Context: an optimization exercise on an open-source flow, tuned for small area and a short achievable clock period. The choices shown serve that exercise and are no tape-out recipe. Function was checked by simulation only, so behaviour that the tests miss may differ from the original.

==> design.v <==
`timescale 1ns / 1ps
module cadd #(parameter W = 24) (
  input [W-1:0] a,
  input [W-1:0] b,
  input m,
  input ci,
  output [W-1:0] s,
  output co
);
  wire [W:0] c;
  wire [W-1:0] bb = b ^ {W{m}};
  assign c[0] = ci;
  genvar k;
  generate for (k = 0; k < W; k = k + 1) begin : g
    assign s[k] = a[k] ^ bb[k] ^ c[k];
    assign c[k+1] = (a[k] & bb[k]) | (c[k] & (a[k] ^ bb[k]));
  end endgenerate
  assign co = c[W];
endmodule
`timescale 1ns / 1ps
module demapper #(
  parameter MAX_BITS = 5
)(
  input clk,
  input rst,                    
  input enable,                 
  input [15:0] x_real,
  input [15:0] x_imag,
  input [3:0]  coding_rate,
  output reg [MAX_BITS-1:0] bits,
  output reg valid_out
);
  reg [15:0] xr_q, xi_q;
  reg [3:0] cr_q;
  always @(posedge clk) begin
    xr_q <= x_real;
    xi_q <= x_imag;
    cr_q <= coding_rate;
  end
  reg [7:0] vp;
  always @(posedge clk) begin
    if (rst) begin
      vp <= 8'd0;
      valid_out <= 1'b0;
    end else begin
      vp <= {vp[6:0], enable};
      valid_out <= vp[7];
    end
  end
  wire [15:0] ax, ay;
  cadd #(.W(16)) u_ax (.a(16'd0), .b(xr_q), .m(xr_q[15]), .ci(xr_q[15]), .s(ax), .co());
  cadd #(.W(16)) u_ay (.a(16'd0), .b(xi_q), .m(xi_q[15]), .ci(xi_q[15]), .s(ay), .co());
  wire big = (|ax[15:8]) | (|ay[15:8]);
  wire xgt = ax[7:0] > ay[7:0];
  wire [7:0] mx = xgt ? ax[7:0] : ay[7:0];
  wire [7:0] mn = xgt ? ay[7:0] : ax[7:0];
  wire [9:0] mag = mx + (mn >> 2) + (mn >> 3) + (mn >> 4) - (mn >> 6) - (mn >> 7);
  reg [9:0] t1, t2;
  always @(*) begin
    case (cr_q)
      4'd3: begin t1 = 10'd57; t2 = 10'd175; end
      4'd4: begin t1 = 10'd59; t2 = 10'd176; end
      4'd5: begin t1 = 10'd62; t2 = 10'd178; end
      4'd6: begin t1 = 10'd63; t2 = 10'd179; end
      default: begin t1 = 10'd54; t2 = 10'd173; end
    endcase
  end
  wire ri_0 = ~big & (mag < t1);           
  wire rm_0 = ~big & ~ri_0 & (mag < t2);   
  wire qx_0 = xr_q[15];
  wire [23:0] x_0 = {ax, 8'd0};
  wire [23:0] y_0 = {xi_q, 8'd0};
  wire s_0 = y_0[23];
  wire [15:0] y1_0; wire y1_0_co;
  wire m0 = ~(s_0 ^ qx_0);
  cadd #(.W(16)) u_y1_0 (.a(y_0[23:8]), .b(xr_q[15:0]), .m(m0), .ci(m0), .s(y1_0), .co(y1_0_co));
  wire [15:0] x1_0; wire x1_0_co;
  cadd #(.W(16)) u_x1_0 (.a(x_0[23:8]), .b({y_0[23:8]}), .m(s_0), .ci(s_0), .s(x1_0), .co(x1_0_co));
  wire [23:0] y_1 = {y1_0, 8'd0};
  wire [23:0] x_1 = {x1_0, 8'd0};
  wire s_1 = y_1[23];
  wire [16:0] y2_0; wire y2_0_co;
  cadd #(.W(17)) u_y2_0 (.a(y_1[23:7]), .b({x_1[23], x_1[23:8]}), .m(~s_1), .ci(~s_1), .s(y2_0), .co(y2_0_co));
  wire [16:0] x2_0; wire x2_0_co;
  cadd #(.W(17)) u_x2_0 (.a(x_1[23:7]), .b({y_1[23], y_1[23:8]}), .m(s_1), .ci(s_1), .s(x2_0), .co(x2_0_co));
  wire [23:0] y_2 = {y2_0, 7'd0};
  wire [23:0] x_2 = {x2_0, 7'd0};
  wire s_2 = y_2[23];
  wire [12:0] y3_0; wire y3_0_co;
  cadd #(.W(13)) u_y3_0 (.a(y_2[17:5]), .b({x_2[19:7]}), .m(~s_2), .ci(~s_2), .s(y3_0), .co(y3_0_co));
  wire [12:0] x3_0; wire x3_0_co;
  cadd #(.W(13)) u_x3_0 (.a(x_2[17:5]), .b({y_2[19:7]}), .m(s_2), .ci(s_2), .s(x3_0), .co(x3_0_co));
  reg [12:0] yl_c2;
  always @(posedge clk) yl_c2 <= y3_0[12:0];
  reg [12:0] xl_c2;
  always @(posedge clk) xl_c2 <= x3_0[12:0];
  reg [0:0] cy_c2;
  always @(posedge clk) cy_c2 <= y3_0_co;
  reg [0:0] cx_c2;
  always @(posedge clk) cx_c2 <= x3_0_co;
  reg [5:0] yh_c2;
  always @(posedge clk) yh_c2 <= y_2[23:18];
  reg [5:0] xh_c2;
  always @(posedge clk) xh_c2 <= x_2[23:18];
  wire [23:0] xi_c2 = {xh_c2, 18'd0};
  wire [23:0] yi_c2 = {yh_c2, 18'd0};
  reg [0:0] s_c2;
  always @(posedge clk) s_c2 <= s_2;
  reg qx_c2;
  always @(posedge clk) qx_c2 <= qx_0;
  reg ri_c2;
  always @(posedge clk) ri_c2 <= ri_0;
  reg rm_c2;
  always @(posedge clk) rm_c2 <= rm_0;
  reg [2:0] d_c2;
  always @(posedge clk) d_c2 <= {~s_2, ~s_1, ~s_0};
  wire [5:0] y3_1; wire y3_1_co;
  cadd #(.W(6)) u_y3_1 (.a(yi_c2[23:18]), .b({{2{xi_c2[23]}}, xi_c2[23:20]}), .m(~s_c2[0]), .ci(cy_c2[0]), .s(y3_1), .co(y3_1_co));
  wire [5:0] x3_1; wire x3_1_co;
  cadd #(.W(6)) u_x3_1 (.a(xi_c2[23:18]), .b({{2{yi_c2[23]}}, yi_c2[23:20]}), .m(s_c2[0]), .ci(cx_c2[0]), .s(x3_1), .co(x3_1_co));
  wire [23:0] y_3 = {y3_1, yl_c2, 5'd0};
  wire [23:0] x_3 = {x3_1, xl_c2, 5'd0};
  wire s_3 = y_3[23];
  wire [21:0] y4_0; wire y4_0_co;
  cadd #(.W(22)) u_y4_0 (.a(y_3[23:2]), .b({{3{x_3[23]}}, x_3[23:5]}), .m(~s_3), .ci(~s_3), .s(y4_0), .co(y4_0_co));
  wire [21:0] x4_0; wire x4_0_co;
  cadd #(.W(22)) u_x4_0 (.a(x_3[23:2]), .b({{3{y_3[23]}}, y_3[23:5]}), .m(s_3), .ci(s_3), .s(x4_0), .co(x4_0_co));
  wire [23:0] y_4 = {y4_0, 2'd0};
  wire [23:0] x_4 = {x4_0, 2'd0};
  wire s_4 = y_4[23];
  wire [13:0] y5_0; wire y5_0_co;
  cadd #(.W(14)) u_y5_0 (.a(y_4[13:0]), .b({x_4[17:4]}), .m(~s_4), .ci(~s_4), .s(y5_0), .co(y5_0_co));
  wire [13:0] x5_0; wire x5_0_co;
  cadd #(.W(14)) u_x5_0 (.a(x_4[13:0]), .b({y_4[17:4]}), .m(s_4), .ci(s_4), .s(x5_0), .co(x5_0_co));
  reg [13:0] yl_c4;
  always @(posedge clk) yl_c4 <= y5_0[13:0];
  reg [13:0] xl_c4;
  always @(posedge clk) xl_c4 <= x5_0[13:0];
  reg [0:0] cy_c4;
  always @(posedge clk) cy_c4 <= y5_0_co;
  reg [0:0] cx_c4;
  always @(posedge clk) cx_c4 <= x5_0_co;
  reg [9:0] yh_c4;
  always @(posedge clk) yh_c4 <= y_4[23:14];
  reg [9:0] xh_c4;
  always @(posedge clk) xh_c4 <= x_4[23:14];
  wire [23:0] xi_c4 = {xh_c4, 14'd0};
  wire [23:0] yi_c4 = {yh_c4, 14'd0};
  reg [0:0] s_c4;
  always @(posedge clk) s_c4 <= s_4;
  reg qx_c4;
  always @(posedge clk) qx_c4 <= qx_c2;
  reg ri_c4;
  always @(posedge clk) ri_c4 <= ri_c2;
  reg rm_c4;
  always @(posedge clk) rm_c4 <= rm_c2;
  reg [4:0] d_c4;
  always @(posedge clk) d_c4 <= {~s_4, ~s_3, ~s_c2[0], d_c2[1], d_c2[0]};
  wire [9:0] y5_1; wire y5_1_co;
  cadd #(.W(10)) u_y5_1 (.a(yi_c4[23:14]), .b({{4{xi_c4[23]}}, xi_c4[23:18]}), .m(~s_c4[0]), .ci(cy_c4[0]), .s(y5_1), .co(y5_1_co));
  wire [9:0] x5_1; wire x5_1_co;
  cadd #(.W(10)) u_x5_1 (.a(xi_c4[23:14]), .b({{4{yi_c4[23]}}, yi_c4[23:18]}), .m(s_c4[0]), .ci(cx_c4[0]), .s(x5_1), .co(x5_1_co));
  wire [23:0] y_5 = {y5_1, yl_c4};
  wire [23:0] x_5 = {x5_1, xl_c4};
  wire s_5 = y_5[23];
  wire [23:0] y6_0; wire y6_0_co;
  cadd #(.W(24)) u_y6_0 (.a(y_5[23:0]), .b({{5{x_5[23]}}, x_5[23:5]}), .m(~s_5), .ci(~s_5), .s(y6_0), .co(y6_0_co));
  wire [23:0] x6_0; wire x6_0_co;
  cadd #(.W(24)) u_x6_0 (.a(x_5[23:0]), .b({{5{y_5[23]}}, y_5[23:5]}), .m(s_5), .ci(s_5), .s(x6_0), .co(x6_0_co));
  wire [23:0] y_6 = {y6_0};
  wire [23:0] x_6 = {x6_0};
  wire s_6 = y_6[23];
  wire [5:0] y7_0; wire y7_0_co;
  cadd #(.W(6)) u_y7_0 (.a(y_6[5:0]), .b({x_6[11:6]}), .m(~s_6), .ci(~s_6), .s(y7_0), .co(y7_0_co));
  wire [5:0] x7_0; wire x7_0_co;
  cadd #(.W(6)) u_x7_0 (.a(x_6[5:0]), .b({y_6[11:6]}), .m(s_6), .ci(s_6), .s(x7_0), .co(x7_0_co));
  reg [5:0] yl_c6;
  always @(posedge clk) yl_c6 <= y7_0[5:0];
  reg [5:0] xl_c6;
  always @(posedge clk) xl_c6 <= x7_0[5:0];
  reg [0:0] cy_c6;
  always @(posedge clk) cy_c6 <= y7_0_co;
  reg [0:0] cx_c6;
  always @(posedge clk) cx_c6 <= x7_0_co;
  reg [17:0] yh_c6;
  always @(posedge clk) yh_c6 <= y_6[23:6];
  reg [17:0] xh_c6;
  always @(posedge clk) xh_c6 <= x_6[23:6];
  wire [23:0] xi_c6 = {xh_c6, 6'd0};
  wire [23:0] yi_c6 = {yh_c6, 6'd0};
  reg [0:0] s_c6;
  always @(posedge clk) s_c6 <= s_6;
  reg qx_c6;
  always @(posedge clk) qx_c6 <= qx_c4;
  reg ri_c6;
  always @(posedge clk) ri_c6 <= ri_c4;
  reg rm_c6;
  always @(posedge clk) rm_c6 <= rm_c4;
  reg [6:0] d_c6;
  always @(posedge clk) d_c6 <= {~s_6, ~s_5, ~s_c4[0], d_c4[3], d_c4[2], d_c4[1], d_c4[0]};
  wire [17:0] y7_1; wire y7_1_co;
  cadd #(.W(18)) u_y7_1 (.a(yi_c6[23:6]), .b({{6{xi_c6[23]}}, xi_c6[23:12]}), .m(~s_c6[0]), .ci(cy_c6[0]), .s(y7_1), .co(y7_1_co));
  wire [17:0] x7_1; wire x7_1_co;
  cadd #(.W(18)) u_x7_1 (.a(xi_c6[23:6]), .b({{6{yi_c6[23]}}, yi_c6[23:12]}), .m(s_c6[0]), .ci(cx_c6[0]), .s(x7_1), .co(x7_1_co));
  wire [23:0] y_7 = {y7_1, yl_c6};
  wire [23:0] x_7 = {x7_1, xl_c6};
  wire s_7 = y_7[23];
  wire [21:0] y8_0; wire y8_0_co;
  cadd #(.W(22)) u_y8_0 (.a(y_7[21:0]), .b({{5{x_7[23]}}, x_7[23:7]}), .m(~s_7), .ci(~s_7), .s(y8_0), .co(y8_0_co));
  wire [21:0] x8_0; wire x8_0_co;
  cadd #(.W(22)) u_x8_0 (.a(x_7[21:0]), .b({{5{y_7[23]}}, y_7[23:7]}), .m(s_7), .ci(s_7), .s(x8_0), .co(x8_0_co));
  reg [21:0] yl_c7;
  always @(posedge clk) yl_c7 <= y8_0[21:0];
  reg [21:0] xl_c7;
  always @(posedge clk) xl_c7 <= x8_0[21:0];
  reg [0:0] cy_c7;
  always @(posedge clk) cy_c7 <= y8_0_co;
  reg [0:0] cx_c7;
  always @(posedge clk) cx_c7 <= x8_0_co;
  reg [1:0] yh_c7;
  always @(posedge clk) yh_c7 <= y_7[23:22];
  reg [1:0] xh_c7;
  always @(posedge clk) xh_c7 <= x_7[23:22];
  wire [23:0] xi_c7 = {xh_c7, 22'd0};
  wire [23:0] yi_c7 = {yh_c7, 22'd0};
  reg [0:0] s_c7;
  always @(posedge clk) s_c7 <= s_7;
  reg qx_c7;
  always @(posedge clk) qx_c7 <= qx_c6;
  reg ri_c7;
  always @(posedge clk) ri_c7 <= ri_c6;
  reg rm_c7;
  always @(posedge clk) rm_c7 <= rm_c6;
  reg [7:0] d_c7;
  always @(posedge clk) d_c7 <= {~s_7, ~s_c6[0], d_c6[5], d_c6[4], d_c6[3], d_c6[2], d_c6[1], d_c6[0]};
  wire [1:0] y8_1; wire y8_1_co;
  cadd #(.W(2)) u_y8_1 (.a(yi_c7[23:22]), .b({{2{xi_c7[23]}}}), .m(~s_c7[0]), .ci(cy_c7[0]), .s(y8_1), .co(y8_1_co));
  wire [1:0] x8_1; wire x8_1_co;
  cadd #(.W(2)) u_x8_1 (.a(xi_c7[23:22]), .b({{2{yi_c7[23]}}}), .m(s_c7[0]), .ci(cx_c7[0]), .s(x8_1), .co(x8_1_co));
  wire [23:0] y_8 = {y8_1, yl_c7};
  wire [23:0] x_8 = {x8_1, xl_c7};
  wire s_8 = y_8[23];
  wire [23:0] y9_0; wire y9_0_co;
  cadd #(.W(24)) u_y9_0 (.a(y_8[23:0]), .b({{8{x_8[23]}}, x_8[23:8]}), .m(~s_8), .ci(~s_8), .s(y9_0), .co(y9_0_co));
  wire [23:0] x9_0; wire x9_0_co;
  cadd #(.W(24)) u_x9_0 (.a(x_8[23:0]), .b({{8{y_8[23]}}, y_8[23:8]}), .m(s_8), .ci(s_8), .s(x9_0), .co(x9_0_co));
  wire [23:0] y_9 = {y9_0};
  wire [23:0] x_9 = {x9_0};
  wire s_9 = y_9[23];
  wire [14:0] y10_0; wire y10_0_co;
  cadd #(.W(15)) u_y10_0 (.a(y_9[14:0]), .b({x_9[23:9]}), .m(~s_9), .ci(~s_9), .s(y10_0), .co(y10_0_co));
  wire [14:0] x10_0; wire x10_0_co;
  cadd #(.W(15)) u_x10_0 (.a(x_9[14:0]), .b({y_9[23:9]}), .m(s_9), .ci(s_9), .s(x10_0), .co(x10_0_co));
  reg [14:0] yl_c9;
  always @(posedge clk) yl_c9 <= y10_0[14:0];
  reg [14:0] xl_c9;
  always @(posedge clk) xl_c9 <= x10_0[14:0];
  reg [0:0] cy_c9;
  always @(posedge clk) cy_c9 <= y10_0_co;
  reg [0:0] cx_c9;
  always @(posedge clk) cx_c9 <= x10_0_co;
  reg [8:0] yh_c9;
  always @(posedge clk) yh_c9 <= y_9[23:15];
  reg [8:0] xh_c9;
  always @(posedge clk) xh_c9 <= x_9[23:15];
  wire [23:0] xi_c9 = {xh_c9, 15'd0};
  wire [23:0] yi_c9 = {yh_c9, 15'd0};
  reg [0:0] s_c9;
  always @(posedge clk) s_c9 <= s_9;
  reg qx_c9;
  always @(posedge clk) qx_c9 <= qx_c7;
  reg ri_c9;
  always @(posedge clk) ri_c9 <= ri_c7;
  reg rm_c9;
  always @(posedge clk) rm_c9 <= rm_c7;
  reg [9:0] d_c9;
  always @(posedge clk) d_c9 <= {~s_9, ~s_8, ~s_c7[0], d_c7[6], d_c7[5], d_c7[4], d_c7[3], d_c7[2], d_c7[1], d_c7[0]};
  wire [8:0] y10_1; wire y10_1_co;
  cadd #(.W(9)) u_y10_1 (.a(yi_c9[23:15]), .b({{9{xi_c9[23]}}}), .m(~s_c9[0]), .ci(cy_c9[0]), .s(y10_1), .co(y10_1_co));
  wire [8:0] x10_1; wire x10_1_co;
  cadd #(.W(9)) u_x10_1 (.a(xi_c9[23:15]), .b({{9{yi_c9[23]}}}), .m(s_c9[0]), .ci(cx_c9[0]), .s(x10_1), .co(x10_1_co));
  wire [23:0] y_10 = {y10_1, yl_c9};
  wire [23:0] x_10 = {x10_1, xl_c9};
  wire s_10 = y_10[23];
  wire [23:0] y11_0; wire y11_0_co;
  cadd #(.W(24)) u_y11_0 (.a(y_10[23:0]), .b({{10{x_10[23]}}, x_10[23:10]}), .m(~s_10), .ci(~s_10), .s(y11_0), .co(y11_0_co));
  wire [23:0] x11_0; wire x11_0_co;
  cadd #(.W(24)) u_x11_0 (.a(x_10[23:0]), .b({{10{y_10[23]}}, y_10[23:10]}), .m(s_10), .ci(s_10), .s(x11_0), .co(x11_0_co));
  wire [23:0] y_11 = {y11_0};
  wire [23:0] x_11 = {x11_0};
  wire s_11 = y_11[23];
  wire [10:0] y12_0; wire y12_0_co;
  cadd #(.W(11)) u_y12_0 (.a(y_11[10:0]), .b({x_11[21:11]}), .m(~s_11), .ci(~s_11), .s(y12_0), .co(y12_0_co));
  wire [10:0] x12_0; wire x12_0_co;
  cadd #(.W(11)) u_x12_0 (.a(x_11[10:0]), .b({y_11[21:11]}), .m(s_11), .ci(s_11), .s(x12_0), .co(x12_0_co));
  reg [10:0] yl_c11;
  always @(posedge clk) yl_c11 <= y12_0[10:0];
  reg [10:0] xl_c11;
  always @(posedge clk) xl_c11 <= x12_0[10:0];
  reg [0:0] cy_c11;
  always @(posedge clk) cy_c11 <= y12_0_co;
  reg [0:0] cx_c11;
  always @(posedge clk) cx_c11 <= x12_0_co;
  reg [12:0] yh_c11;
  always @(posedge clk) yh_c11 <= y_11[23:11];
  reg [12:0] xh_c11;
  always @(posedge clk) xh_c11 <= x_11[23:11];
  wire [23:0] xi_c11 = {xh_c11, 11'd0};
  wire [23:0] yi_c11 = {yh_c11, 11'd0};
  reg [0:0] s_c11;
  always @(posedge clk) s_c11 <= s_11;
  reg qx_c11;
  always @(posedge clk) qx_c11 <= qx_c9;
  reg ri_c11;
  always @(posedge clk) ri_c11 <= ri_c9;
  reg rm_c11;
  always @(posedge clk) rm_c11 <= rm_c9;
  reg [11:0] d_c11;
  always @(posedge clk) d_c11 <= {~s_11, ~s_10, ~s_c9[0], d_c9[8], d_c9[7], d_c9[6], d_c9[5], d_c9[4], d_c9[3], d_c9[2], d_c9[1], d_c9[0]};
  wire [12:0] y12_1; wire y12_1_co;
  cadd #(.W(13)) u_y12_1 (.a(yi_c11[23:11]), .b({{11{xi_c11[23]}}, xi_c11[23:22]}), .m(~s_c11[0]), .ci(cy_c11[0]), .s(y12_1), .co(y12_1_co));
  wire [12:0] x12_1; wire x12_1_co;
  cadd #(.W(13)) u_x12_1 (.a(xi_c11[23:11]), .b({{11{yi_c11[23]}}, yi_c11[23:22]}), .m(s_c11[0]), .ci(cx_c11[0]), .s(x12_1), .co(x12_1_co));
  wire [23:0] y_12 = {y12_1, yl_c11};
  wire [23:0] x_12 = {x12_1, xl_c11};
  wire s_12 = y_12[23];
  wire [23:0] y13_0; wire y13_0_co;
  cadd #(.W(24)) u_y13_0 (.a(y_12[23:0]), .b({{12{x_12[23]}}, x_12[23:12]}), .m(~s_12), .ci(~s_12), .s(y13_0), .co(y13_0_co));
  wire [23:0] x13_0; wire x13_0_co;
  cadd #(.W(24)) u_x13_0 (.a(x_12[23:0]), .b({{12{y_12[23]}}, y_12[23:12]}), .m(s_12), .ci(s_12), .s(x13_0), .co(x13_0_co));
  wire [23:0] y_13 = {y13_0};
  wire [23:0] x_13 = {x13_0};
  wire s_13 = y_13[23];
  wire [5:0] y14_0; wire y14_0_co;
  cadd #(.W(6)) u_y14_0 (.a(y_13[5:0]), .b({x_13[18:13]}), .m(~s_13), .ci(~s_13), .s(y14_0), .co(y14_0_co));
  wire [5:0] x14_0; wire x14_0_co;
  cadd #(.W(6)) u_x14_0 (.a(x_13[5:0]), .b({y_13[18:13]}), .m(s_13), .ci(s_13), .s(x14_0), .co(x14_0_co));
  reg [5:0] yl_c13;
  always @(posedge clk) yl_c13 <= y14_0[5:0];
  reg [0:0] cy_c13;
  always @(posedge clk) cy_c13 <= y14_0_co;
  reg [0:0] cx_c13;
  always @(posedge clk) cx_c13 <= x14_0_co;
  reg [17:0] yh_c13;
  always @(posedge clk) yh_c13 <= y_13[23:6];
  reg [17:0] xh_c13;
  always @(posedge clk) xh_c13 <= x_13[23:6];
  wire [23:0] xi_c13 = {xh_c13, 6'd0};
  wire [23:0] yi_c13 = {yh_c13, 6'd0};
  reg [0:0] s_c13;
  always @(posedge clk) s_c13 <= s_13;
  reg qx_c13;
  always @(posedge clk) qx_c13 <= qx_c11;
  reg ri_c13;
  always @(posedge clk) ri_c13 <= ri_c11;
  reg rm_c13;
  always @(posedge clk) rm_c13 <= rm_c11;
  reg [13:0] d_c13;
  always @(posedge clk) d_c13 <= {~s_13, ~s_12, ~s_c11[0], d_c11[10], d_c11[9], d_c11[8], d_c11[7], d_c11[6], d_c11[5], d_c11[4], d_c11[3], d_c11[2], d_c11[1], d_c11[0]};
  wire [17:0] y14_1; wire y14_1_co;
  cadd #(.W(18)) u_y14_1 (.a(yi_c13[23:6]), .b({{13{xi_c13[23]}}, xi_c13[23:19]}), .m(~s_c13[0]), .ci(cy_c13[0]), .s(y14_1), .co(y14_1_co));
  wire [17:0] x14_1; wire x14_1_co;
  cadd #(.W(18)) u_x14_1 (.a(xi_c13[23:6]), .b({{13{yi_c13[23]}}, yi_c13[23:19]}), .m(s_c13[0]), .ci(cx_c13[0]), .s(x14_1), .co(x14_1_co));
  wire [23:0] y_14 = {y14_1, yl_c13};
  wire [23:0] x_14 = {x14_1, 6'd0};
  wire s_14 = y_14[23];
  wire [23:0] y15_0; wire y15_0_co;
  cadd #(.W(24)) u_y15_0 (.a(y_14[23:0]), .b({{14{x_14[23]}}, x_14[23:14]}), .m(~s_14), .ci(~s_14), .s(y15_0), .co(y15_0_co));
  wire [23:0] y_15 = {y15_0};
  wire s_15 = y_15[23];
  wire [15:0] dv = {~s_15, ~s_14, ~s_c13[0], d_c13[12], d_c13[11], d_c13[10], d_c13[9], d_c13[8], d_c13[7], d_c13[6], d_c13[5], d_c13[4], d_c13[3], d_c13[2], d_c13[1], d_c13[0]};
  wire [19:0] rom =
    (dv[5:0] == 6'd0) ? 20'hE41B9 :
    (dv[5:0] == 6'd1) ? 20'hFD3D9 :
    (dv[5:0] == 6'd2) ? 20'hF2F1D :
    (dv[5:0] == 6'd3) ? 20'h0C13D :
    (dv[5:0] == 6'd4) ? 20'hEBF27 :
    (dv[5:0] == 6'd5) ? 20'h05147 :
    (dv[5:0] == 6'd6) ? 20'hFAC8B :
    (dv[5:0] == 6'd7) ? 20'h13EAB :
    (dv[5:0] == 6'd8) ? 20'hE8165 :
    (dv[5:0] == 6'd9) ? 20'h01385 :
    (dv[5:0] == 6'd10) ? 20'hF6EC9 :
    (dv[5:0] == 6'd11) ? 20'h100E9 :
    (dv[5:0] == 6'd12) ? 20'hEFED3 :
    (dv[5:0] == 6'd13) ? 20'h090F3 :
    (dv[5:0] == 6'd14) ? 20'hFEC37 :
    (dv[5:0] == 6'd15) ? 20'h17E57 :
    (dv[5:0] == 6'd16) ? 20'hE61AF :
    (dv[5:0] == 6'd17) ? 20'hFF3CF :
    (dv[5:0] == 6'd18) ? 20'hF4F13 :
    (dv[5:0] == 6'd19) ? 20'h0E133 :
    (dv[5:0] == 6'd20) ? 20'hEDF1D :
    (dv[5:0] == 6'd21) ? 20'h0713D :
    (dv[5:0] == 6'd22) ? 20'hFCC81 :
    (dv[5:0] == 6'd23) ? 20'h15EA1 :
    (dv[5:0] == 6'd24) ? 20'hEA15B :
    (dv[5:0] == 6'd25) ? 20'h0337B :
    (dv[5:0] == 6'd26) ? 20'hF8EBF :
    (dv[5:0] == 6'd27) ? 20'h120DF :
    (dv[5:0] == 6'd28) ? 20'hF1EC9 :
    (dv[5:0] == 6'd29) ? 20'h0B0E9 :
    (dv[5:0] == 6'd30) ? 20'h00C2D :
    (dv[5:0] == 6'd31) ? 20'h19E4D :
    (dv[5:0] == 6'd32) ? 20'hE51B7 :
    (dv[5:0] == 6'd33) ? 20'hFE3D7 :
    (dv[5:0] == 6'd34) ? 20'hF3F1B :
    (dv[5:0] == 6'd35) ? 20'h0D13B :
    (dv[5:0] == 6'd36) ? 20'hECF25 :
    (dv[5:0] == 6'd37) ? 20'h06145 :
    (dv[5:0] == 6'd38) ? 20'hFBC89 :
    (dv[5:0] == 6'd39) ? 20'h14EA9 :
    (dv[5:0] == 6'd40) ? 20'hE9163 :
    (dv[5:0] == 6'd41) ? 20'h02383 :
    (dv[5:0] == 6'd42) ? 20'hF7EC7 :
    (dv[5:0] == 6'd43) ? 20'h110E7 :
    (dv[5:0] == 6'd44) ? 20'hF0ED1 :
    (dv[5:0] == 6'd45) ? 20'h0A0F1 :
    (dv[5:0] == 6'd46) ? 20'hFFC35 :
    (dv[5:0] == 6'd47) ? 20'h18E55 :
    (dv[5:0] == 6'd48) ? 20'hE71AD :
    (dv[5:0] == 6'd49) ? 20'h003CD :
    (dv[5:0] == 6'd50) ? 20'hF5F11 :
    (dv[5:0] == 6'd51) ? 20'h0F131 :
    (dv[5:0] == 6'd52) ? 20'hEEF1B :
    (dv[5:0] == 6'd53) ? 20'h0813B :
    (dv[5:0] == 6'd54) ? 20'hFDC7F :
    (dv[5:0] == 6'd55) ? 20'h16E9F :
    (dv[5:0] == 6'd56) ? 20'hEB159 :
    (dv[5:0] == 6'd57) ? 20'h04379 :
    (dv[5:0] == 6'd58) ? 20'hF9EBD :
    (dv[5:0] == 6'd59) ? 20'h130DD :
    (dv[5:0] == 6'd60) ? 20'hF2EC7 :
    (dv[5:0] == 6'd61) ? 20'h0C0E7 :
    (dv[5:0] == 6'd62) ? 20'h01C2B :
    20'h1AE4B;
  wire [17:0] ang_h;
  cadd #(.W(18)) u_ang (.a(rom[19:2]), .b({8'd0, dv[6], dv[7], dv[8], dv[9], dv[10], dv[11], dv[12], dv[13], dv[14], dv[15]}),
                        .m(1'b0), .ci(1'b0), .s(ang_h), .co());
  wire [19:0] ang = {ang_h, rom[1:0]};
  localparam [19:0] PI = 20'h3243F;
  wire qn = qx_c13;
  wire [19:0] qk = qn ? PI : (dv[0] ? 20'd0 : PI + PI);
  wire [19:0] angq;
  cadd #(.W(20)) u_q (.a(qk), .b(ang), .m(qn), .ci(qn), .s(angq), .co());
  wire [11:0] a12 = angq[19:8];
  reg [4:0] lab;
  always @(*) begin
    if (ri_c13) begin
      if (a12 < 12'd402) lab = 5'b10001;
      else if (a12 < 12'd804) lab = 5'b10101;
      else if (a12 < 12'd1206) lab = 5'b10111;
      else lab = 5'b10011;
    end else if (rm_c13) begin
      if (a12 < 12'd134) lab = 5'b10000;
      else if (a12 < 12'd268) lab = 5'b00000;
      else if (a12 < 12'd402) lab = 5'b00001;
      else if (a12 < 12'd536) lab = 5'b00101;
      else if (a12 < 12'd670) lab = 5'b00100;
      else if (a12 < 12'd804) lab = 5'b10100;
      else if (a12 < 12'd938) lab = 5'b10110;
      else if (a12 < 12'd1072) lab = 5'b00110;
      else if (a12 < 12'd1206) lab = 5'b00111;
      else if (a12 < 12'd1340) lab = 5'b00011;
      else if (a12 < 12'd1474) lab = 5'b00010;
      else if (a12 < 12'd1608) lab = 5'b10010;
      else lab = 5'b10000;
    end else begin
      if (a12 < 12'd50) lab = 5'b11000;
      else if (a12 < 12'd151) lab = 5'b01000;
      else if (a12 < 12'd251) lab = 5'b11001;
      else if (a12 < 12'd352) lab = 5'b01001;
      else if (a12 < 12'd452) lab = 5'b01101;
      else if (a12 < 12'd553) lab = 5'b11101;
      else if (a12 < 12'd653) lab = 5'b01100;
      else if (a12 < 12'd754) lab = 5'b11100;
      else if (a12 < 12'd854) lab = 5'b11110;
      else if (a12 < 12'd955) lab = 5'b01110;
      else if (a12 < 12'd1055) lab = 5'b11111;
      else if (a12 < 12'd1156) lab = 5'b01111;
      else if (a12 < 12'd1256) lab = 5'b01011;
      else if (a12 < 12'd1357) lab = 5'b11011;
      else if (a12 < 12'd1457) lab = 5'b01010;
      else if (a12 < 12'd1558) lab = 5'b11010;
      else if (a12 < 12'd1658) lab = 5'b11000;
      else lab = 5'b01000;
    end
  end
  always @(posedge clk) bits <= lab;
endmodule
==> flow/run.sh <==
#!/bin/bash
set -uo pipefail
ARGS="BUFFER_PORTS_ARGS=-buffer_cell sky130_fd_sc_hd__buf_2"
CTS="CTS_ARGS=-sink_clustering_enable -repair_clock_nets -dont_use_dummy_load -sink_clustering_size 18 -sink_clustering_max_diameter 60 -buf_list sky130_fd_sc_hd__clkbuf_8"
R=orfs/results/${FLOW_PLATFORM:-sky130hd}/demapper/base
bash standard.sh "$ARGS" synth > standard_synth.log 2>&1 || exit 1
cp $R/1_2_yosys.v netlist_standard.v
if python3 flow/fapol.py netlist_standard.v netlist_fapol.v > fapol.log 2>&1; then
  KEPLER=$(command -v kepler-formal || echo $FLOW_HOME/../tools/install/kepler-formal/bin/kepler-formal)
  LIB=$FLOW_HOME/platforms/sky130hd/lib/sky130_fd_sc_hd__tt_025C_1v80.lib
  mkdir -p kepler_run
  cat > kepler.yml <<EOT
format: verilog
input_paths:
  - $PWD/netlist_standard.v
  - $PWD/netlist_fapol.v
liberty_files:
  - $LIB
log_file: $PWD/kepler_detail.log
report_json: $PWD/kepler_report.json
verilog_design1_top: $FLOW_TOP
verilog_design2_top: $FLOW_TOP
EOT
  if (cd kepler_run && timeout 600 $KEPLER --config ../kepler.yml) > kepler.log 2>&1 \
     && grep -q "No difference was found." kepler.log \
     && grep -q "Verdict: EQUIVALENT" kepler.log; then
    echo "fapol netlist proven equivalent by kepler-formal; using it" >> fapol.log
    cp netlist_fapol.v $R/1_2_yosys.v
    touch $R/1_2_yosys.v
  else
    echo "fapol netlist not proven; keeping the standard netlist" >> fapol.log
  fi
fi
bash standard.sh "$ARGS" "$CTS" finish > standard_finish.log 2>&1 || exit 1
==> flow/fapol.py <==
#!/usr/bin/env python3
"""Remove inverters around full adders in a gate-level netlist.

A full adder is self-dual: FA(~a, ~b, ~c) = (~cout, ~sum). Yosys's extract_fa often
builds adders whose inputs or outputs pass through inverters. This pass flips the
polarity of an adder whenever that removes more inverters than it adds, then removes
double inversions and inverters that drive nothing. Only combinational cells change;
flip-flops and ports are untouched.

usage: fapol.py IN.v OUT.v
"""
import re, sys, collections

INV = 'sky130_fd_sc_hd__inv_1'
FMAX = 3   # never leave a full adder output or other driver with more loads than this
FA_IN = ('A', 'B', 'CIN')
FA_OUT = ('COUT', 'SUM')
OUTPINS = {'X', 'Y', 'Q', 'Q_N', 'COUT', 'SUM', 'HI', 'LO'}

src = open(sys.argv[1]).read()
m = re.search(r'^module\s+(\w+)\s*\((.*?)\);', src, re.S | re.M)
head_end = None
# split the module into the declaration part and the instance part
inst_re = re.compile(r'^\s*(sky130_fd_sc_hd__\w+)\s+(\S+)\s*\((.*?)\);\s*$', re.S | re.M)
insts = []
first = None
for mm in inst_re.finditer(src):
    if first is None: first = mm.start()
    pins = {}
    for p, n in re.findall(r'\.(\w+)\(([^()]*)\)', mm.group(3)):
        pins[p] = n.strip()
    insts.append([mm.group(1), mm.group(2), pins])
last = list(inst_re.finditer(src))[-1].end()
pre = src[:first]
post = src[last:]
if re.search(r'^\s*assign\s', src[first:last], re.M):
    sys.exit('assign statements among the cells: not handled')

ports = set()
for d in re.findall(r'^\s*(?:input|output)\s+(?:\[[^\]]*\]\s*)?(.*?);', pre, re.M):
    for n in d.split(','):
        ports.add(n.strip())
def is_port(net):
    base = net.split('[')[0].strip()
    return base in ports or net in ports

alive = [True] * len(insts)
alias = {}   # net that disappeared -> (net, inverted)
def build():
    drv = {}; loads = collections.defaultdict(list)
    for k, (t, nm, pins) in enumerate(insts):
        if not alive[k]: continue
        for p, n in pins.items():
            if p in OUTPINS: drv[n] = (k, p)
            else: loads[n].append((k, p))
    return drv, loads

newid = [0]
def newnet():
    newid[0] += 1
    return '_fapol_n%d_' % newid[0]
def newinv(a):
    newid[0] += 1
    y = '_fapol_n%d_' % newid[0]
    insts.append([INV, '_fapol_i%d_' % newid[0], {'A': a, 'Y': y}])
    alive.append(True)
    return y

def is_inv(k):
    return insts[k][0].startswith('sky130_fd_sc_hd__inv_') or insts[k][0].startswith('sky130_fd_sc_hd__clkinv_')

def flip_cost(k, drv, loads):
    t, nm, pins = insts[k]
    cost = 0
    seen = set()
    for p in FA_IN:
        n = pins[p]
        if n in seen: continue
        seen.add(n)
        d = drv.get(n)
        if d and is_inv(d[0]):
            # the inverter goes away if this adder is its only user
            if all(l[0] == k for l in loads[n]) and not is_port(n): cost -= 1
        else:
            if not any(is_inv(l[0]) for l in loads[n]): cost += 1
    for p in FA_OUT:
        o = pins[p]
        ls = loads.get(o, [])
        invl = [l for l in ls if is_inv(l[0])]
        other = [l for l in ls if not is_inv(l[0])]
        cost -= len(invl)
        if other or is_port(o): cost += 1
        fo = sum(len(loads.get(insts[j][2]['Y'], [])) for (j, q) in invl) + (1 if (other or is_port(o)) else 0)
        if fo > FMAX: return 99
    for p in FA_IN:
        n = pins[p]
        d = drv.get(n)
        if d and is_inv(d[0]):
            a = insts[d[0]][2]['A']
            if len(loads.get(a, [])) + 1 > FMAX and not all(l[0] == k for l in loads[n]): return 99
    return cost

def do_flip(k, drv, loads):
    t, nm, pins = insts[k]
    for p in FA_IN:
        n = pins[p]
        d = drv.get(n)
        if d and is_inv(d[0]):
            pins[p] = insts[d[0]][2]['A']
        else:
            il = [l for l in loads[n] if is_inv(l[0])]
            if il: pins[p] = insts[il[0][0]][2]['Y']
            else: pins[p] = newinv(n)
    for p in FA_OUT:
        o = pins[p]
        ls = loads.get(o, [])
        no = newnet()
        pins[p] = no
        alias[o] = (no, True)
        for (j, q) in ls:
            if is_inv(j):
                # loads of that inverter now take the new output directly
                y = insts[j][2]['Y']
                alive[j] = False
                insts[j][2]['Y'] = y
                rename(y, no)
                alias[y] = (no, False)
        others = [l for l in ls if not is_inv(l[0])]
        if others or is_port(o):
            # keep net o with its true value: o = ~no
            insts.append([INV, '_fapol_i%d_' % (newid[0] + 1), {'A': no, 'Y': o}])
            newid[0] += 1
            alive.append(True)

def rename(old, new):
    # every load of net old is moved to net new; old is not a port here
    if is_port(old):
        # keep the port net: drive it with a buffer-free inverter pair is wasteful;
        # instead rename the new net to the port (nets are names only)
        raise RuntimeError('port net rename')
    for k, (t, nm, pins) in enumerate(insts):
        if not alive[k]: continue
        for p, n in pins.items():
            if n == old and p not in OUTPINS: pins[p] = new

def cleanup():
    changed = True
    while changed:
        changed = False
        drv, loads = build()
        for k, (t, nm, pins) in enumerate(insts):
            if not alive[k] or not is_inv(k): continue
            y = pins['Y']
            if not loads.get(y) and not is_port(y):
                alias[y] = (pins['A'], True)
                alive[k] = False; changed = True; continue
            d = drv.get(pins['A'])
            if d and is_inv(d[0]) and not is_port(y):
                # double inversion: loads of y take the first inverter's input
                a0 = insts[d[0]][2]['A']
                for (j, q) in loads[y]: insts[j][2][q] = a0
                alias[y] = (a0, False)
                alive[k] = False; changed = True
        if changed: continue

XOR = {'sky130_fd_sc_hd__xor2_1': ('sky130_fd_sc_hd__xnor2_1', 'X', 'Y'),
       'sky130_fd_sc_hd__xnor2_1': ('sky130_fd_sc_hd__xor2_1', 'Y', 'X')}
def swap_xor(j):
    t, nm, pins = insts[j]
    nt, op, np_ = XOR[t]
    pins[np_] = pins.pop(op)
    insts[j][0] = nt

def absorb():
    # fold inverters into xor2/xnor2 gates: xnor(a,b) = ~xor(a,b) = xor(~a,b)
    n = 0
    drv, loads = build()
    for k in range(len(insts)):
        if not alive[k] or not is_inv(k): continue
        a = insts[k][2]['A']; y = insts[k][2]['Y']
        if is_port(y) or is_port(a): continue
        d = drv.get(a)
        if d and insts[d[0]][0] in XOR and len(loads[a]) == 1:
            j = d[0]
            swap_xor(j)
            outp = 'X' if insts[j][0].endswith('xor2_1') else 'Y'
            insts[j][2][outp] = y
            alias[a] = (y, True)
            alive[k] = False
            n += 1
            drv, loads = build()
            continue
        ls = loads.get(y, [])
        if ls and all(insts[j][0] in XOR for (j, q) in ls) and len(set(j for j, q in ls)) == len(ls) \
           and len(loads.get(a, [])) - 1 + len(ls) <= FMAX:
            for (j, q) in ls:
                insts[j][2][q] = a
                swap_xor(j)
            alias[y] = (a, True)
            alive[k] = False
            n += 1
            drv, loads = build()
    return n

before = sum(1 for k in range(len(insts)) if alive[k] and is_inv(k))
for rnd in range(6):
    nflip = 0
    drv, loads = build()
    fas = [k for k in range(len(insts)) if alive[k] and insts[k][0].startswith('sky130_fd_sc_hd__fa_')]
    for k in fas:
        c = flip_cost(k, drv, loads)
        if c < 0:
            try:
                do_flip(k, drv, loads)
            except RuntimeError:
                continue
            nflip += 1
            cleanup()
            drv, loads = build()
    na = absorb()
    cleanup()
    if nflip == 0 and na == 0: break
cleanup()
after = sum(1 for k in range(len(insts)) if alive[k] and is_inv(k))
sys.stderr.write('fapol: inverters %d -> %d\n' % (before, after))

# declare new nets
newnets = set()
for k, (t, nm, pins) in enumerate(insts):
    if not alive[k]: continue
    for n in pins.values():
        if n.startswith('_fapol_n'): newnets.add(n)
decl = ''.join('  wire %s;\n' % n for n in sorted(newnets))
body = []
for k, (t, nm, pins) in enumerate(insts):
    if not alive[k]: continue
    body.append('  %s %s (\n%s\n  );\n' % (t, nm, ',\n'.join('    .%s(%s)' % (p, n + ' ' if n.startswith('\\') else n) for p, n in pins.items())))
open(sys.argv[2], 'w').write(pre + decl + ''.join(body) + post)
if len(sys.argv) > 3:
    # the same netlist plus observer cells that rebuild every net that disappeared, so
    # that an equivalence check can pair every original net by name
    present = set()
    for k, (t, nm, pins) in enumerate(insts):
        if alive[k]: present.update(pins.values())
    obs = []; odecl = set()
    for n in alias:
        if n in present: continue
        tgt, inv = alias[n]; seen = 0
        while tgt not in present and tgt in alias and seen < 1000:
            t2, i2 = alias[tgt]; tgt = t2; inv ^= i2; seen += 1
        if tgt not in present: continue
        w = n + ' ' if n.startswith('\\') else n
        tg = tgt + ' ' if tgt.startswith('\\') else tgt
        if inv: obs.append('  sky130_fd_sc_hd__inv_1 _fapol_o%d_ (\n    .A(%s),\n    .Y(%s)\n  );\n' % (len(obs), tg, w))
        else: obs.append('  sky130_fd_sc_hd__buf_1 _fapol_o%d_ (\n    .A(%s),\n    .X(%s)\n  );\n' % (len(obs), tg, w))
        if not n.startswith('\\') and '[' not in n: odecl.add(n)
    odecl_s = ''.join('  wire %s;\n' % n for n in sorted(odecl) if ('wire %s;' % n) not in pre and ('wire %s ' % n) not in pre)
    open(sys.argv[3], 'w').write(pre + decl + odecl_s + ''.join(body) + ''.join(obs) + post)
    sys.stderr.write('fapol: %d observers\n' % len(obs))
==> standard.sh <==
#!/bin/bash
# synth_recipe.tcl (not shown) runs the flow's synth.tcl, then flattens the netlist and writes it again
# the make line also repeats each setting of config.mk as NAME=value (left out here)
make -C /OpenROAD-flow-scripts/flow DESIGN_CONFIG=/design/flow/config.mk WORK_HOME=/design/flow/orfs CLKGATE_MAP_FILE= SYNTH_SCRIPT=/design/flow/synth_recipe.tcl "${@:-finish}"
==> config.mk <==
export PLATFORM = sky130hd
export DESIGN_NAME = demapper
export DESIGN_NICKNAME = demapper
export VERILOG_FILES = /design/flow/design.v
export SDC_FILE = /design/flow/constraint.sdc
export NUM_CORES = 4
export LEC_CHECK = 0
export CAP_MARGIN = 20
export CORE_MARGIN = 2
export CORE_UTILIZATION = 40
export CTS_BUF_LIST = sky130_fd_sc_hd__clkbuf_8
export CTS_CLUSTER_DIAMETER = 60
export CTS_CLUSTER_SIZE = 18
export SLEW_MARGIN = 20
==> constraint.sdc <==
create_clock -name core_clock -period 85.0 [get_ports {clk}]
set_input_delay 17.0000 -clock core_clock [delete_from_list [all_inputs] [get_ports {clk}]]
set_output_delay 17.0000 -clock core_clock [all_outputs]
set_load 0.01 [all_outputs]
==> run notes <==
==> how the worst max path moves through the flow <==
stage                     end  slack, ps  cells after the start
CTS                   bits[0]      66160                     53
global placement      bits[4]      66490                     54
finish              yl_c9[14]      66440                     44
global route          bits[4]      65420                     56
floorplan           yl_c4[13]      67230                     49
detailed placement    bits[0]      66260                     53
==> metrics by stage <==
stage / instance area [sq um]
after floorplan: 29300
after global placement: 30700
after detailed placement: 30700
after CTS: 31200
after global routing: 31200
final: 31200
==> final cells by class <==
| type | count | area share, % |
|---|---|---|
| Tap cell | 959 | 3.84 |
| Clock buffer | 38 | 1.68 |
| Multi-Input combinational cell | 1592 | 61.8 |
| Timing Repair Buffer | 62 | 1.14 |
| Inverter | 184 | 2.21 |
| Sequential cell | 457 | 29.3 |
==> sequential cells by signal, summed over array words and instances (netlist names), 11 cells and up <==
signal,flops
d_c11,11
d_c13,13
xh_c11,13
xh_c13,18
xh_c6,18
xi_q,16
xl_c11,11
xl_c2,13
xl_c4,14
xl_c7,22
xl_c9,15
xr_q,16
yh_c11,12
yh_c13,17
yh_c6,17
yl_c11,11
yl_c2,13
yl_c4,14
yl_c7,22
yl_c9,15
==> layout by cell type (no fill, tap or decap), types with 6 or more instances in the layout <==
master / count
xor2_1: 214
buf_4: 18
nand2_1: 42
a211oi_1: 7
o21a_1: 8
mux2_2: 10
buf_2: 44
a21o_1: 13
dfxtp_1: 456
nand3_1: 13
nor2b_1: 18
clkbuf_8: 38
a31oi_1: 9
nor3_1: 9
nand2b_1: 15
o21ai_0: 27
nor2_1: 71
xnor2_2: 7
ha_1: 207
and2_1: 6
a21oi_1: 49
fa_1: 489
o21ai_1: 7
xnor2_1: 287
inv_1: 181
==> metal layers <==
metal  track usage [%]  up-vias
met3              1.71       52
met2              25.1      133
met5                 0        -
li1                  -     7285
met4              3.22        0
met1              20.1     7599
==> worst register-to-register path: cells and delay by family, from the launching register on <==
kind,cells,cell delay [ps]
adders and majority gates,37,15720
AOI/OAI and AO/OA,1,180
buffers and inverters,2,860
DFF,1,440
xor gates and xnor gates,4,1210
==> impl_results.md <==
* Cells on Worst Hold Path at 0
* Reg2Reg Capture Point: yl_c9[14]
* Slowest CP cell: fa_1
* Multi-input logic area at 19300 sq um
* Critical Path AT at 19030 ps
* Layout Nets at 3071
* ANT nets after route at 0
* WL/cell at 16.0 microns
* Dpl ws at 66260 ps
* Status: complete, no violations
* Clock Tree Buf Depth at 3
* Global placement routability congestion at 0.858
* Final worst slack at 66440 ps
* Cell Area, Synth at 29300 sq um
* IO Pins at 45
* Metal2 WL at 26000 microns
* Final WL at 52700 microns
* Initial Util at 40.3%
* Hold_ws at 273 ps
* Final std cells w/o fill at 3292
* # fillers at 6723
* Yosys warnings at 1
* Met1 WL at 24600 microns
* Crit path top cell by count: fa_1
* CP Capture Type: flop
* Postcts setup bufs at 0
* CTS tree: built
* Setup TNS at 0 ps
* Setup crit start: xh_c7[1]
* First-pass GRT wire length at 88500 microns
* Final hold viol count at 0
* Max-slew headroom at 35.7%
* Post-cts sizing count at 0
* Clock sink total at 457
* DP HPWL at 45400 microns
* Endpoints failing setup at 0
* Final Critical Period at 18560 ps
* Die ar. at 75400 sq um
* R2r setup slk at 66440 ps
* Vias per Instance at 4.58
* CP Buf/Inv Count at 2
* Cells after Synth at 2301
* Critical path's top delay family: adder cells
* Critical-path maximum fanout at 24
* Routed via count at 15100
* WL met3 at 1180 microns
* Clock-pin transition on the worst setup and hold timing paths at 100 ps
* Worst reg2reg startpoint: xh_c7[1]
* RSZ-0062 raised after global routing: false
* Syn Area/Cell at 12.7 sq um
* Rows at 99
* Syn nets at 3037
* Critical Path RT at 85470 ps
* Initial DRC Count at 571
* Worst Tran Pin Value at 965 ps
* Period utilization at 21.8%
* DRT Pass-1 Iters at 5
* Share of cells above drive strength 1 at 5.83%
* Crit Path Category: reg -> reg
* Largest net degree at the start of global routing at 38
* FF-to-FF path depth at 44
* Top sig layer: met4
* Drc violations at 0
* Total track usage at 14.7%
* Antenna cells at 0
* Clock Skew at 54.3 ps
* CP max stage delay at 470 ps
* Clk latency of the worst-skew pair at 620 ps
* Final Util at 42.9%
* Die Y at 275 microns
* Hold EP: qx_c4
* Min-delay src: qx_c2
* Area delta synth->final at 6.55%
* Port buffer count at 44
* Hold Crit Class: reg -> reg
* Crit start category: flop
* Slew Limit Fails at 0
* Cts bufs inserted at 38
* Antenna violations before repair at 0
* Highest clock rate at 0.0539 GHz
* H-Tree Depth at 2
* GRT overflow at 0
* Max-cap violation count at 0
* Vias in the first global route at 16900
* Clk root buf: clkbuf_8
* Placed insts at 3254
* CTS Hold Bufs at 0
* CORE AREA at 72700 sq um
* Storage cell area at 9150 sq um
* Die X at 275 microns

==> static timing again, ports no longer ideal <==
The flow's constraints put no driver on any port. The routed layout listed below was extracted and timed again, unchanged, in two steps.
Step 1, drivers: a clkbuf_16 drives clk and a buf_2 each remaining input, both assumed.
Step 2 also shifts input and output timing later by t, the mid clock arrival at the registers, as if the neighbouring blocks saw the same clock.
a / b / c = ideal ports / drivers / drivers and shift; a / b = the first two.
t (ns): 0.641
slack for setup (ns): 66.445 / 66.445 / 66.445
worst setup path after step 2: register to register
pins driven straight from the clock port: 1
After both steps this run still meets setup and hold. For this run, drivers alone change the setup slack by 0.000 ns; drivers and shift together by 0.000 ns.
